Context: an optimization exercise on an open-source flow, tuned for small area. The choices shown serve that exercise and are no tape-out recipe.
In this exercise RTL edits were held to simulation tests only and were not proved equivalent to the original.
Power and IR drop assume default switching activity.

## the reference run
==> flow/design.v <==
`default_nettype none
module fp_add (
    input  var logic        clk,
    input  var logic        rst,
    input  var logic        valid_i,
    input  var logic [31:0] num_a_i,
    input  var logic [31:0] num_b_i,
    output var logic [31:0] num_o,
    output var logic        valid_o
);
function automatic logic [24:0] add24(input logic [23:0] a, input logic [23:0] b, input logic ci,
                                      output logic [23:0] pa);
    logic [23:0] g, p, gg, pp;
    logic [24:0] c;
    g  = a & b;
    p  = a ^ b;
    gg = g;
    pp = p;
    gg[0] = g[0] | (p[0] & ci);
    for (int d = 1; d < 24; d = d * 2)
        for (int i = 2 * d - 1; i < 24; i = i + 2 * d) begin
            gg[i] = gg[i] | (pp[i] & gg[i-d]);
            pp[i] = pp[i] & pp[i-d];
        end
    for (int d = 8; d >= 1; d = d / 2)
        for (int i = 3 * d - 1; i < 24; i = i + 2 * d) begin
            gg[i] = gg[i] | (pp[i] & gg[i-d]);
            pp[i] = pp[i] & pp[i-d];
        end
    c[0] = ci;
    for (int i = 0; i < 24; i++)
        c[i+1] = gg[i];
    pa = pp;
    add24 = { c[24], p ^ c[23:0] };
endfunction
function automatic logic [8:0] add8(input logic [7:0] a, input logic [7:0] b, input logic ci,
                                    output logic [7:0] pa);
    logic [7:0] g, p, gg, pp;
    logic [8:0] c;
    g  = a & b;
    p  = a ^ b;
    gg = g;
    pp = p;
    gg[0] = g[0] | (p[0] & ci);
    for (int d = 1; d < 8; d = d * 2)
        for (int i = 2 * d - 1; i < 8; i = i + 2 * d) begin
            gg[i] = gg[i] | (pp[i] & gg[i-d]);
            pp[i] = pp[i] & pp[i-d];
        end
    for (int d = 2; d >= 1; d = d / 2)
        for (int i = 3 * d - 1; i < 8; i = i + 2 * d) begin
            gg[i] = gg[i] | (pp[i] & gg[i-d]);
            pp[i] = pp[i] & pp[i-d];
        end
    c[0] = ci;
    for (int i = 0; i < 8; i++)
        c[i+1] = gg[i];
    pa = pp;
    add8 = { c[8], p ^ c[7:0] };
endfunction
logic        sa, sb;
logic [7:0]  ea, eb, xa, xb;
logic        za, zb;
logic        a_big;        
logic [8:0]  dab;          
logic [7:0]  eq_lo;        
logic [7:0]  d;
logic        sat;
logic [23:0] ma, mb, my, my_sh;
always_comb begin
    sa = num_a_i[31];
    sb = num_b_i[31];
    ea = num_a_i[30:23];
    eb = num_b_i[30:23];
    za = ea == '0;
    zb = eb == '0;
    xa = { ea[7:1], ea[0] | za };
    xb = { eb[7:1], eb[0] | zb };
    ma = { ~za, num_a_i[22:0] };
    mb = { ~zb, num_b_i[22:0] };
    dab   = add8(xa, ~xb, 1'b1, eq_lo);
    a_big = dab[8] & (~eq_lo[7] | sb);
    d     = dab[7:0] ^ ({ ~eq_lo[6:0], 1'b0 } & {8{~dab[8]}});
    sat = d[7:5] != '0;    
    my    = a_big ? mb : ma;
    my_sh = my;
    if (d[0]) my_sh = { 1'b0, my_sh[23:1] };
    if (d[1]) my_sh = { 2'b0, my_sh[23:2] };
    if (d[2]) my_sh = { 4'b0, my_sh[23:4] };
    if (d[3]) my_sh = { 8'b0, my_sh[23:8] };
    if (d[4] | sat) my_sh = { 16'b0, my_sh[23:16] & {8{~sat}} };
end
logic        valid_p1;
logic        sx_p1;
logic        sub_p1;
logic [7:0]  h_p1;
logic [23:0] mx_p1;
logic [23:0] my_p1;
always_ff @(posedge clk) begin
    sx_p1  <= a_big ? sa : sb;
    sub_p1 <= sa ^ sb;
    h_p1   <= a_big ? xa : xb;
    mx_p1  <= a_big ? ma : mb;
    my_p1  <= my_sh;
end
always_ff @(posedge clk)
    if (rst)
        valid_p1 <= '0;
    else
        valid_p1 <= valid_i;
logic [24:0] sum;
logic        neg;          
logic [23:0] pa;           
logic [23:0] below;        
logic [23:0] r;
logic        cout;
logic        top;          
always_comb begin
    sum  = add24(mx_p1, my_p1 ^ {24{sub_p1}}, sub_p1, pa);
    neg  = sub_p1 & ~sum[24];
    cout = sum[24] & ~sub_p1;
    top  = cout & (h_p1 == 8'd254);
    below = ~{ pa[22:0], 1'b1 };
    r = sum[23:0] ^ (below & {24{neg}});
end
logic [23:0] r_p2;
logic        c_p2;
logic        s_p2;
logic [7:0]  h1_p2;        
always_ff @(posedge clk) begin
    r_p2  <= r | {24{top}};
    c_p2  <= cout & ~top;
    s_p2  <= sx_p1 ^ neg;
    h1_p2 <= h_p1 + 8'd1;
end
always_ff @(posedge clk)
    if (rst)
        valid_o <= '0;
    else
        valid_o <= valid_p1;
logic [24:0] w, w_n;
logic [4:0]  lz;
logic        zero;
logic [7:0]  e_o;
always_comb begin
    w = { c_p2, r_p2 };
    lz = '0;
    for (int i = 0; i < 25; i++)
        if (w[i])
            lz = 5'(24 - i);
    zero = w == '0;
    w_n  = w;
    if (lz[4]) w_n = { w_n[8:0], 16'b0 };
    if (lz[3]) w_n = { w_n[16:0], 8'b0 };
    if (lz[2]) w_n = { w_n[20:0], 4'b0 };
    if (lz[1]) w_n = { w_n[22:0], 2'b0 };
    if (lz[0]) w_n = { w_n[23:0], 1'b0 };
    e_o  = zero ? 8'd0 : h1_p2 - 8'(lz);
    num_o = { s_p2, e_o, w_n[23:1] };
end
endmodule
`resetall
export LEC_CHECK = 0
export ABC_AREA = 1
export CAP_MARGIN = 20
export CORE_MARGIN = 2
export CORE_UTILIZATION = 40
export CTS_BUF_LIST = sky130_fd_sc_hd__clkbuf_8
export SLEW_MARGIN = 20
create_clock -name core_clock -period 4.7 [get_ports {clk}]
standard.sh (not shown) runs the stock make flow with config.mk's settings and CLKGATE_MAP_FILE= SYNTH_SCRIPT=/design/flow/synth_recipe.tcl, a recipe that flattens the netlist after the stock synthesis.
==> flow/flow/run.sh <==
#!/bin/bash
# Layout flow: the standard synthesis, then the combinational logic is
# re-mapped by ABC with an area-recovering script (flip-flops are kept as
# blackboxes, so every register keeps its name and cell), then the standard
# ORFS layout with plain buf_1 cells as the port buffers.
set -euo pipefail
here=$(pwd)
res=$here/orfs/results/$FLOW_PLATFORM/fp_add/base
log=$here/orfs/logs/$FLOW_PLATFORM/fp_add/base
lib=$FLOW_HOME/platforms/$FLOW_PLATFORM/lib/sky130_fd_sc_hd__tt_025C_1v80.lib

bash standard.sh synth > standard_synth.log 2>&1

# the same don't-use list the standard synthesis gave abc
dont_use=$(grep -o -- '-dont_use [A-Za-z0-9_]*' $log/1_2_yosys.log | sort -u | tr '\n' ' ')
cp $res/1_2_yosys.v $here/standard_1_2_yosys.v
cat > $here/remap.ys <<EOT
read_liberty -ignore_miss_func $lib
read_verilog $here/standard_1_2_yosys.v
hierarchy -top $FLOW_TOP
blackbox sky130_fd_sc_hd__df* sky130_fd_sc_hd__dl* sky130_fd_sc_hd__sdf* sky130_fd_sc_hd__edf*
flatten
opt_clean
techmap
opt -fast
abc -script $here/flow/remap.abc -liberty $lib $dont_use
opt_clean -purge
stat -liberty $lib
write_verilog -noattr -noexpr -nohex -nodec $res/1_2_yosys.v
EOT
yosys -l $here/remap.log -q $here/remap.ys > /dev/null 2>&1
rm -f $res/1_synth.odb $res/1_synth.sdc

export BUFFER_PORTS_ARGS="-buffer_cell sky130_fd_sc_hd__buf_1"
bash standard.sh > standard_finish.log 2>&1
==> flow/flow/remap.abc <==
&get -n
&st
&dch
&nf -p {D}
&put
buffer -c
topo
upsize -c
dnsize -c
Modified inputs, the trial run compared to the reference run
--- a/flow/design.v
+++ b/flow/design.v
@@ -9,6 +9,5 @@
     output var logic        valid_o
 );
-function automatic logic [24:0] add24(input logic [23:0] a, input logic [23:0] b, input logic ci,
-                                      output logic [23:0] pa);
+function automatic logic [24:0] add24(input logic [23:0] a, input logic [23:0] b, input logic ci);
     logic [23:0] g, p, gg, pp;
     logic [24:0] c;
@@ -31,31 +30,5 @@
     for (int i = 0; i < 24; i++)
         c[i+1] = gg[i];
-    pa = pp;
     add24 = { c[24], p ^ c[23:0] };
-endfunction
-function automatic logic [8:0] add8(input logic [7:0] a, input logic [7:0] b, input logic ci,
-                                    output logic [7:0] pa);
-    logic [7:0] g, p, gg, pp;
-    logic [8:0] c;
-    g  = a & b;
-    p  = a ^ b;
-    gg = g;
-    pp = p;
-    gg[0] = g[0] | (p[0] & ci);
-    for (int d = 1; d < 8; d = d * 2)
-        for (int i = 2 * d - 1; i < 8; i = i + 2 * d) begin
-            gg[i] = gg[i] | (pp[i] & gg[i-d]);
-            pp[i] = pp[i] & pp[i-d];
-        end
-    for (int d = 2; d >= 1; d = d / 2)
-        for (int i = 3 * d - 1; i < 8; i = i + 2 * d) begin
-            gg[i] = gg[i] | (pp[i] & gg[i-d]);
-            pp[i] = pp[i] & pp[i-d];
-        end
-    c[0] = ci;
-    for (int i = 0; i < 8; i++)
-        c[i+1] = gg[i];
-    pa = pp;
-    add8 = { c[8], p ^ c[7:0] };
 endfunction
 logic        sa, sb;
@@ -63,7 +36,7 @@
 logic        za, zb;
 logic        a_big;        
-logic [8:0]  dab;          
-logic [7:0]  eq_lo;        
-logic [7:0]  d;
+logic        b_first;      
+logic [8:0]  dab;
+logic [7:0]  dba, d;
 logic        sat;
 logic [23:0] ma, mb, my, my_sh;
@@ -79,7 +52,9 @@
     ma = { ~za, num_a_i[22:0] };
     mb = { ~zb, num_b_i[22:0] };
-    dab   = add8(xa, ~xb, 1'b1, eq_lo);
-    a_big = dab[8] & (~eq_lo[7] | sb);
-    d     = dab[7:0] ^ ({ ~eq_lo[6:0], 1'b0 } & {8{~dab[8]}});
+    dab = { 1'b0, xa } - { 1'b0, xb };
+    dba = xb - xa;
+    a_big = ~dab[8];
+    d   = dab[8] ? dba : dab[7:0];
+    b_first = (xa == xb) && ({ ma, ~sa } < { mb, ~sb });
     sat = d[7:5] != '0;    
     my    = a_big ? mb : ma;
@@ -94,4 +69,5 @@
 logic        sx_p1;
 logic        sub_p1;
+logic        bf_p1;
 logic [7:0]  h_p1;
 logic [23:0] mx_p1;
@@ -100,4 +76,5 @@
     sx_p1  <= a_big ? sa : sb;
     sub_p1 <= sa ^ sb;
+    bf_p1  <= b_first;
     h_p1   <= a_big ? xa : xb;
     mx_p1  <= a_big ? ma : mb;
@@ -110,17 +87,10 @@
         valid_p1 <= valid_i;
 logic [24:0] sum;
-logic        neg;          
-logic [23:0] pa;           
-logic [23:0] below;        
-logic [23:0] r;
 logic        cout;
 logic        top;          
 always_comb begin
-    sum  = add24(mx_p1, my_p1 ^ {24{sub_p1}}, sub_p1, pa);
-    neg  = sub_p1 & ~sum[24];
+    sum  = add24(mx_p1 ^ {24{sub_p1 & bf_p1}}, my_p1 ^ {24{sub_p1 & ~bf_p1}}, sub_p1);
     cout = sum[24] & ~sub_p1;
     top  = cout & (h_p1 == 8'd254);
-    below = ~{ pa[22:0], 1'b1 };
-    r = sum[23:0] ^ (below & {24{neg}});
 end
 logic [23:0] r_p2;
@@ -129,7 +99,7 @@
 logic [7:0]  h1_p2;        
 always_ff @(posedge clk) begin
-    r_p2  <= r | {24{top}};
+    r_p2  <= sum[23:0] | {24{top}};
     c_p2  <= cout & ~top;
-    s_p2  <= sx_p1 ^ neg;
+    s_p2  <= sx_p1 ^ (sub_p1 & bf_p1);
     h1_p2 <= h_p1 + 8'd1;
 end
==> results.txt <==
Clock network fraction of design power: lower on the reference run. Compared with the reference run, the trial run shows a combinational cell fraction of total power that is 3.0 points lower. Number of ordinary and repair buffers in the finished layout is higher on the reference run. Clock skew (lower): the trial run. Latest clock arrival within the worst-skew pair came out higher on the trial run than on the reference run. Re post-layout worst setup margin: the trial run is 0.11 ns up on the reference run. In the final design statistics, the trial run uses more standard cells in total than the reference run. Cmp the trial run and the reference run / fraction of area in multi-input gates / higher: the trial run. Looking at post-synthesis cell area, the trial run sits above the reference run. According to the power report, total power for the trial run is lower than for the reference run. The trial run ends up with a final critical delay including setup and external delays that is 0.11 ns lower than in the reference run. The trial run vs the reference run: met1 track utilization from global routing down in the trial run. Diff the reference run -> the trial run | power density of the placed cells | down by a few percent.

==> what the ideal ports hide <==
The flow's constraints put no driver on any port. The routed layouts listed below were extracted and timed again, unchanged, in two steps. Step 1 assumes that a clkbuf_16 drives the clock port and a buf_2 every other input. Step 2 also shifts input and output timing later by t, the mid clock arrival at the registers, as if the neighbouring blocks saw the same clock. Three values: ideal ports, drivers, drivers and shift; two values: the first two.
run	shift t [ns]	setup slack, ns	worst hold slack (ns)	worst register clock-pin slew, ns
the reference run	0.379	0.261 / 0.272 / -0.107	0.446 / 0.446 / 0.446	0.09 / 0.09
the trial run	0.394	0.374 / 0.374 / 0.073	0.443 / 0.443 / 0.443	0.10 / 0.10
Met with ideal ports but missed after step 2: setup timing in the reference run. For the reference run, which loses most, drivers alone change the setup slack by +0.011 ns; drivers and shift together by -0.368 ns.
